Background: an optimization exercise with open tools, aiming at small area and a short achievable clock period. Do not read the settings as production practice. The RTL was checked by simulation tests, not by an equivalence proof against the original design.

**flow/design.v**
```verilog
module FA(inputA, inputB, outputY, Cin, Cout);
 input inputA;
 input inputB;
 input Cin;
 output Cout;
 output outputY;
 wire c1, c2, c3, a1;
 xor g1(a1, inputA, inputB);
 xor g2(outputY, Cin, a1);
 and g3(c1, inputA,inputB);
 and g4(c2, inputA, Cin);
 and g5(c3, inputB, Cin);
 or  g6(Cout, c1, c2, c3);
endmodule  
module FA8(inputA,inputB,outputY,Cin,Co);
 input [7:0]inputA;
 input [7:0]inputB;
 input Cin;
 output Co;
 output [7:0]outputY;
 wire [6:0]Cout;
FA i1(inputA[0], inputB[0], outputY[0], Cin, Cout[0]);
FA i2(inputA[1], inputB[1], outputY[1], Cout[0], Cout[1]);
FA i3(inputA[2], inputB[2], outputY[2], Cout[1], Cout[2]);
FA i4(inputA[3], inputB[3], outputY[3], Cout[2], Cout[3]);
FA i5(inputA[4], inputB[4], outputY[4], Cout[3], Cout[4]);
FA i6(inputA[5], inputB[5], outputY[5], Cout[4], Cout[5]);
FA i7(inputA[6], inputB[6], outputY[6], Cout[5], Cout[6]);
FA i8(inputA[7], inputB[7], outputY[7], Cout[6], Co);
endmodule
module mult8 (out, a, b);
	output [7:0] out;
	input  [7:0] a;
	input  [7:0] b;
        wire  [15:0] out1;
	assign out1 = a * b;
        assign out=out1[11:4];
endmodule
module SigmoidROM(out, add, CS, read);
output[7:0] out;
input[7:0] add;
input CS,read;
reg [7:0] out;
reg [7:0] rom;
always @(*)
begin
case(add)
8'd0: rom = 8'd255;
8'd1: rom = 8'd254;
8'd2: rom = 8'd253;
8'd3: rom = 8'd252;
8'd4: rom = 8'd251;
8'd5: rom = 8'd250;
8'd6: rom = 8'd249;
8'd7: rom = 8'd248;
8'd8: rom = 8'd247;
8'd9: rom = 8'd246;
8'd10: rom = 8'd245;
8'd11: rom = 8'd244;
8'd12: rom = 8'd243;
8'd13: rom = 8'd242;
8'd14: rom = 8'd241;
8'd15: rom = 8'd240;
8'd16: rom = 8'd239;
8'd17: rom = 8'd238;
8'd18: rom = 8'd237;
8'd19: rom = 8'd236;
8'd20: rom = 8'd235;
8'd21: rom = 8'd234;
8'd22: rom = 8'd233;
8'd23: rom = 8'd232;
8'd24: rom = 8'd231;
8'd25: rom = 8'd230;
8'd26: rom = 8'd229;
8'd27: rom = 8'd228;
8'd28: rom = 8'd227;
8'd29: rom = 8'd226;
8'd30: rom = 8'd225;
8'd31: rom = 8'd224;
8'd32: rom = 8'd223;
8'd33: rom = 8'd222;
8'd34: rom = 8'd221;
8'd35: rom = 8'd220;
8'd36: rom = 8'd219;
8'd37: rom = 8'd218;
8'd38: rom = 8'd217;
8'd39: rom = 8'd216;
8'd40: rom = 8'd215;
8'd41: rom = 8'd214;
8'd42: rom = 8'd213;
8'd43: rom = 8'd212;
8'd44: rom = 8'd211;
8'd45: rom = 8'd210;
8'd46: rom = 8'd209;
8'd47: rom = 8'd208;
8'd48: rom = 8'd207;
8'd49: rom = 8'd206;
8'd50: rom = 8'd205;
8'd51: rom = 8'd204;
8'd52: rom = 8'd203;
8'd53: rom = 8'd202;
8'd54: rom = 8'd201;
8'd55: rom = 8'd200;
8'd56: rom = 8'd199;
8'd57: rom = 8'd198;
8'd58: rom = 8'd197;
8'd59: rom = 8'd196;
8'd60: rom = 8'd195;
8'd61: rom = 8'd194;
8'd62: rom = 8'd193;
8'd63: rom = 8'd192;
8'd64: rom = 8'd191;
8'd65: rom = 8'd190;
8'd66: rom = 8'd189;
8'd67: rom = 8'd188;
8'd68: rom = 8'd187;
8'd69: rom = 8'd186;
8'd70: rom = 8'd185;
8'd71: rom = 8'd184;
8'd72: rom = 8'd183;
8'd73: rom = 8'd182;
8'd74: rom = 8'd181;
8'd75: rom = 8'd180;
8'd76: rom = 8'd179;
8'd77: rom = 8'd178;
8'd78: rom = 8'd177;
8'd79: rom = 8'd176;
8'd80: rom = 8'd175;
8'd81: rom = 8'd174;
8'd82: rom = 8'd173;
8'd83: rom = 8'd172;
8'd84: rom = 8'd171;
8'd85: rom = 8'd170;
8'd86: rom = 8'd169;
8'd87: rom = 8'd168;
8'd88: rom = 8'd167;
8'd89: rom = 8'd166;
8'd90: rom = 8'd165;
8'd91: rom = 8'd164;
8'd92: rom = 8'd163;
8'd93: rom = 8'd162;
8'd94: rom = 8'd161;
8'd95: rom = 8'd160;
8'd96: rom = 8'd159;
8'd97: rom = 8'd158;
8'd98: rom = 8'd157;
8'd99: rom = 8'd156;
8'd100: rom = 8'd155;
8'd101: rom = 8'd154;
8'd102: rom = 8'd153;
8'd103: rom = 8'd152;
8'd104: rom = 8'd151;
8'd105: rom = 8'd150;
8'd106: rom = 8'd149;
8'd107: rom = 8'd148;
8'd108: rom = 8'd147;
8'd109: rom = 8'd146;
8'd110: rom = 8'd145;
8'd111: rom = 8'd144;
8'd112: rom = 8'd143;
8'd113: rom = 8'd142;
8'd114: rom = 8'd141;
8'd115: rom = 8'd140;
8'd116: rom = 8'd139;
8'd117: rom = 8'd138;
8'd118: rom = 8'd137;
8'd119: rom = 8'd136;
8'd120: rom = 8'd135;
8'd121: rom = 8'd134;
8'd122: rom = 8'd133;
8'd123: rom = 8'd132;
8'd124: rom = 8'd131;
8'd125: rom = 8'd130;
8'd126: rom = 8'd129;
8'd127: rom = 8'd128;
8'd128: rom = 8'd127;
8'd129: rom = 8'd126;
8'd130: rom = 8'd125;
8'd131: rom = 8'd124;
8'd132: rom = 8'd123;
8'd133: rom = 8'd122;
8'd134: rom = 8'd121;
8'd135: rom = 8'd120;
8'd136: rom = 8'd119;
8'd137: rom = 8'd118;
8'd138: rom = 8'd117;
8'd139: rom = 8'd116;
8'd140: rom = 8'd115;
8'd141: rom = 8'd114;
8'd142: rom = 8'd113;
8'd143: rom = 8'd112;
8'd144: rom = 8'd111;
8'd145: rom = 8'd110;
8'd146: rom = 8'd109;
8'd147: rom = 8'd108;
8'd148: rom = 8'd107;
8'd149: rom = 8'd106;
8'd150: rom = 8'd105;
8'd151: rom = 8'd104;
8'd152: rom = 8'd103;
8'd153: rom = 8'd102;
8'd154: rom = 8'd101;
8'd155: rom = 8'd100;
8'd156: rom = 8'd99;
8'd157: rom = 8'd98;
8'd158: rom = 8'd97;
8'd159: rom = 8'd96;
8'd160: rom = 8'd95;
8'd161: rom = 8'd94;
8'd162: rom = 8'd93;
8'd163: rom = 8'd92;
8'd164: rom = 8'd91;
8'd165: rom = 8'd90;
8'd166: rom = 8'd89;
8'd167: rom = 8'd88;
8'd168: rom = 8'd87;
8'd169: rom = 8'd86;
8'd170: rom = 8'd85;
8'd171: rom = 8'd84;
8'd172: rom = 8'd83;
8'd173: rom = 8'd82;
8'd174: rom = 8'd81;
8'd175: rom = 8'd80;
8'd176: rom = 8'd79;
8'd177: rom = 8'd78;
8'd178: rom = 8'd77;
8'd179: rom = 8'd76;
8'd180: rom = 8'd75;
8'd181: rom = 8'd74;
8'd182: rom = 8'd73;
8'd183: rom = 8'd72;
8'd184: rom = 8'd71;
8'd185: rom = 8'd70;
8'd186: rom = 8'd69;
8'd187: rom = 8'd68;
8'd188: rom = 8'd67;
8'd189: rom = 8'd66;
8'd190: rom = 8'd65;
8'd191: rom = 8'd64;
8'd192: rom = 8'd63;
8'd193: rom = 8'd62;
8'd194: rom = 8'd61;
8'd195: rom = 8'd60;
8'd196: rom = 8'd59;
8'd197: rom = 8'd58;
8'd198: rom = 8'd57;
8'd199: rom = 8'd56;
8'd200: rom = 8'd55;
8'd201: rom = 8'd54;
8'd202: rom = 8'd53;
8'd203: rom = 8'd52;
8'd204: rom = 8'd51;
8'd205: rom = 8'd50;
8'd206: rom = 8'd49;
8'd207: rom = 8'd48;
8'd208: rom = 8'd47;
8'd209: rom = 8'd46;
8'd210: rom = 8'd45;
8'd211: rom = 8'd44;
8'd212: rom = 8'd43;
8'd213: rom = 8'd42;
8'd214: rom = 8'd41;
8'd215: rom = 8'd40;
8'd216: rom = 8'd39;
8'd217: rom = 8'd38;
8'd218: rom = 8'd37;
8'd219: rom = 8'd36;
8'd220: rom = 8'd35;
8'd221: rom = 8'd34;
8'd222: rom = 8'd33;
8'd223: rom = 8'd32;
8'd224: rom = 8'd31;
8'd225: rom = 8'd30;
8'd226: rom = 8'd29;
8'd227: rom = 8'd28;
8'd228: rom = 8'd27;
8'd229: rom = 8'd26;
8'd230: rom = 8'd25;
8'd231: rom = 8'd24;
8'd232: rom = 8'd23;
8'd233: rom = 8'd22;
8'd234: rom = 8'd21;
8'd235: rom = 8'd20;
8'd236: rom = 8'd19;
8'd237: rom = 8'd18;
8'd238: rom = 8'd17;
8'd239: rom = 8'd16;
8'd240: rom = 8'd15;
8'd241: rom = 8'd14;
8'd242: rom = 8'd13;
8'd243: rom = 8'd12;
8'd244: rom = 8'd11;
8'd245: rom = 8'd10;
8'd246: rom = 8'd9;
8'd247: rom = 8'd8;
8'd248: rom = 8'd7;
8'd249: rom = 8'd6;
8'd250: rom = 8'd5;
8'd251: rom = 8'd4;
8'd252: rom = 8'd3;
8'd253: rom = 8'd2;
8'd254: rom = 8'd1;
8'd255: rom = 8'd0;
default: rom = 8'd0;
endcase
end
always @(posedge CS)
begin
if(read==1)
out<=rom;
else
out<=0;
end
endmodule
module LSTM(clk, Of, En, Ci, Cip, In, Ui, Uf, Uk, Uo, Wi, Wk, Wf, Wo, Vo, Bi, Bo, Bf, Bk, PrevH, Cout, Hout);
 input clk, En, Cip; 
 input [7:0] In, Ci, Ui, Uf, Uk;
 input [7:0] Uo, Wi, Wk, Wf, Wo;
 input [7:0] Vo, Bi, Bo, Bf, Bk;
 input [7:0]           PrevH;
 output [7:0] Cout, Hout;
 output Of;
 wire [7:0] m1, m2, m3, m4;
 wire [7:0] m5, m7, m8;
 wire [7:0] m9, m10, m11, m12;
 wire [7:0] m13, m14, m15, m16;
 wire [7:0] i1, f1, k1, o1;
 wire [7:0] It, Ft, Kt, t1;
 wire [10:0] Cin;
 mult8 ins1(m1, In, Wi); 
 mult8 ins2(m2, PrevH, Ui);
 FA8   ins3(m1, m2, m3, Cip, Cin[0]);
 FA8   ins4(m3, Bi, i1,Cin[0], Cin[1]);
 SigmoidROM sg1(It, i1, clk, En);
 mult8 ins5(m4, In, Wf); 
 mult8 ins6(t1, In, Wf);
 FA8   ins7(t1, m4, m5, Cin[1], Cin[2]);
 FA8   ins8(t1, Bi, f1, Cin[2], Cin[3]);
 SigmoidROM sg2(Ft, f1, clk, En);
 mult8 ins9(m7, In, Wk); 
 mult8 ins10(m8, PrevH, Uk);
 FA8   ins11(m7, m8, m9, Cin[3], Cin[4]);
 FA8   ins12(m9, Bk, k1, Cin[4], Cin[5]);
 SigmoidROM sg3(Kt, k1, clk, En);
 FA8   ins13(It, Kt, m10,Cin[5], Cin[6]);
 FA8   ins14(Ft, Ci, m11, Cin[6], Cin[7]);
 FA8   ins15(m10, m11, Cout, Cin[7], Cin[8]);
 mult8 ins16(m12, In, Wo); 
 mult8 ins17(m13, PrevH, Uo);
 mult8 ins18(m14, Ci, Vo);
 FA8   ins19(m12, m13, m15, Cin[8], Cin[9]);
 FA8   ins21(m14, Bo, m16, Cin[9], Cin[10]);
 FA8   ins22(m16, m15, o1, Cin[10], Of);
 SigmoidROM sg4(Hout, o1, clk, En);
 endmodule
```
**flow/run.sh**
```bash
#!/bin/bash
# synth_recipe.tcl (not shown) runs the flow's synth.tcl, then flattens the netlist and writes it again
# the make line also repeats each setting of config.mk as NAME=value (left out here)
make -C /OpenROAD-flow-scripts/flow DESIGN_CONFIG=/design/flow/config.mk WORK_HOME=/design/flow/orfs CLKGATE_MAP_FILE= SYNTH_SCRIPT=/design/flow/synth_recipe.tcl finish
```
**flow/config.mk**
```make
export PLATFORM = sky130hd
export DESIGN_NAME = LSTM
export DESIGN_NICKNAME = LSTM
export VERILOG_FILES = /design/flow/design.v
export SDC_FILE = /design/flow/constraint.sdc
export NUM_CORES = 4
export LEC_CHECK = 0
export CAP_MARGIN = 20
export CORE_MARGIN = 2
export CORE_UTILIZATION = 40
export SLEW_MARGIN = 20
```
**flow/constraint.sdc**
```tcl
create_clock -name core_clock -period 45.0 [get_ports {clk}]
set_input_delay 9.0000 -clock core_clock [delete_from_list [all_inputs] [get_ports {clk}]]
set_output_delay 9.0000 -clock core_clock [all_outputs]
set_load 0.01 [all_outputs]
```
==> key figures <==
Outcome
  – Outcome: timing/DRC/antenna clean

Worst setup path
  – CP Max Fanout: 7
  – FF-to-FF Start: sg1.out[0]
  – R2R cell count: 56
  – Slowest-stage cell, CP: fa_1
  – Crit path top cell by count: fa_2
  – Critical Path Source: In[2]
  – Critical path's largest stage delay: 0.55 ns
  – Crit path max-delay family: adder cells
  – Worst Setup Start Kind: primary input
  – CP Data Arrival Time: about 35 ns
  – Crit. End Element: output port
  – CP required: approximately 36 ns
  – Kind of critical path: in2out
  – Levels on crit path: 98
  – Worst path bufs/invs: 16

Detailed routing
  – Post-route ant nets: 0
  – Total Wirelength: ~36000 um
  – Number of remaining DRC errors: 0
  – Via count: between 10000 and 15000
  – Drt wl/cell: ~15 um
  – Drt pass-1 iters: 4
  – Iteration-0 DRC Markers: slightly above 400
  – Routed vias/inst: approximately 4.8

Finish
  – Antenna cells: 0
  – Multi-input gate area: 13600 um2
  – Layout area overhead: 16.1%
  – Final instance area: approximately 18000 um2
  – Fin nets: 2527
  – Layout cells sized above 1: approximately 7.7%
  – Seq. cell area: between 600 and 700 um2
  – Layout fillers: between 3000 and 4000
  – Commonest non-fill, non-tap cell in the layout: inv_1
  – Most frequent cells in the layout: inv_1 (395), fa_1 (268), and2_1 (252)

Global route
  – Congestion Overflow GR: 0
  – Total global-route track usage: between 10% and 20%
  – Initial antenna violation count: 3
  – First-pass GRT wire length: 63500 um
  – Vias in the first global route: about 13000
  – Met3 usage: under 10%
  – GRT Max-Usage Layer: met2
  – Largest net degree at the start of global routing: 33
  – Met1 global-route usage: 24.9%
  – M2 GR Usage: between 30% and 40%

Clocking
  – TritonCTS clock tree: done
  – Worst-skew pair later-pin latency: approximately 0.27 ns
  – Clk slew on worst S/H paths: around 0.050 ns
  – CTS Hold Buffers Added: 0
  – Clock Root Buffer: clkbuf_16
  – TritonCTS Sinks: 32
  – Htree depth: 2
  – Total CTS buffers: 5
  – Clock buffer depth: 2

STA
  – Hold Vio Cnt, Final: 0
  – Worst Max-Slew Pin Slew: between 0.8 and 0.9 ns
  – RSZ-0062 raised after global routing: false
  – Final setup violation count: 0
  – Fmax achieved: between 20 and 25 MHz
  – Clock Skew: roughly 0.0047 ns
  – Tcrit/Tclk final: a little over nine tenths
  – Worst slew margin: between 40% and 50%
  – Max Slew Vio Count: 0
  – Final min period: between 40 and 50 ns

Hold path
  – Hold crit path type: reg2reg
  – Worst hold stages: 7
  – HP Start: sg2.out[7]

Synthesis
  – Top_reg_cell synth: dfxtp_1
  – Synth area leader: fa_1
  – Cell variety after synth: 40
  – Avg Inst Size Synth: just under 9 um2
  – Register area share after synthesis: 4.08%
  – Ranking of synthesized cells by area: fa_1 (43%), ha_1 (13%), and2_1 (10%)
  – EDFF count, synth: 0
  – FF+latch count, synth: 32
  – Synth Cell Area: between 15000 and 20000 um2
  – Post-Syn Nets: roughly 2400
  – Syn. warnings: 1
  – Ys async rst share: 0%
  – Cells after synthesis: roughly 1800
  – Yosys top cell area share: 42.7%

Floorplanning
  – Initial core utilization: approximately two fifths
  – DIE HEIGHT: 202 um
  – Core area: about 39000 um2
  – Die width: around 200 um
  – Die area: slightly above 40000 um2
  – Row count: about 70
  – I/O pin count: approximately 150

Placement
  – Routability cong.: 0.840
  – Dpl cell area: roughly 18000 um2
  – IO buf count: about 130
  – DP HPWL: 31200 um

Job
  – Max cap viols: 0
[worst reg2reg max path: cells and delay by family (launching register included)]
kind / cells / cell delay (ns)
adder cells (fa/ha/maj): 48 / 15.14
buffers and inverters: 7 / 0.44
flip-flops: 1 / 0.30
AND/OR/NAND/NOR: 1 / 0.17
[cell type report]
type / count / share of cell area (%)
inverters: 397 / 8.18
multi-input cells: 1277 / 74.4
well taps: 518 / 3.56
clock buffers: 8 / 0.803
repair buffers: 188 / 9.56
flip-flops and latches: 32 / 3.52
[Yosys cell counts (8+ instances only)]
master and count:
a21oi_1 24, nand4_1 10, inv_1 397, a21o_1 17, dfxtp_1 32, buf_4 8
xnor2_1 79, and2_1 252, nor2b_1 26, nor2_1 32, a211oi_1 9, fa_1 335
nand2_1 207, nor3_1 9, o21ai_0 24, ha_1 160, clkbuf_1 40, xor2_1 34
[through the flow]
step                setup TNS, ns  hold WS [ns]  util [%]  std cells  worst slack (ns)
finish                          0          1.57      47.1       2420              1.05
global route                    0          1.66      47.1       2420            0.0260
CTS                             0          1.56      47.0       2418            0.0212
detailed placement          -1.95          1.53      46.2       2409             -1.95
global placement            -1.73          1.53      46.2       2409             -1.73
floorplan                       0          1.39         -       1755             0.320
[sequential cells by signal, summed over array words and instances (netlist names)]
register and cells:
sg1.out 8, sg3.out 8, sg4.out 8, sg2.out 8
[routing by layer]
layer,vias up,wire length (um)
li1,5516,-
met4,6,466
met5,-,36
met2,186,18300
met1,5932,16000
met3,28,1640
[worst paths after layout]
path	end	slack, ns
setup / recovery	Of	1.05
hold / removal	sg4.out[0]	1.57
setup reg to reg	sg4.out[7]	28.84
hold reg to reg	sg4.out[0]	1.57
[cells by family (layout without fill, tap and decap cells)]
kind of cell / count (synthesis) / count (layout) / share of synthesized area, %
flip-flops: 32 / 32 / 4.08
XOR/XNOR: 113 / 113 / 6.31
adder cells (fa/ha/maj): 495 / 495 / 55.5
AO/OA/AOI/OAI: 115 / 115 / 4.87
buffers and inverters: 446 / 593 / 10.9
AND/OR/NAND/NOR: 554 / 554 / 18.4
[repair_timing]
item / CTS / global route
endpoints found under the setup margin: 1 / 1
pin swaps: 9 / 40
gates resized for setup: 71 / 18
setup buffers: 1 / 2

[separate check: timing with driven ports]
The flow's constraints put no driver on any port. The routed layout listed below was extracted and timed again, unchanged, in two steps. Step 1 assumes that a clkbuf_16 drives the clock port and a buf_2 every other input. Step 2 moves the port delays by t, midway between the first and last clock arrival at a register: inputs arrive t later, outputs are due t later. That takes back most of the time a late clock gives input paths. a / b / c = no drivers / after step 1 / after step 2; a / b = the first two.
t (ns): 0.305
setup slack, ns: 1.048 / 1.024 / 1.024
pins driven straight from the clock port: 1
After both steps this run still meets setup and hold. The setup slack of this run moves by -0.024 ns with the drivers and by -0.024 ns with both steps.
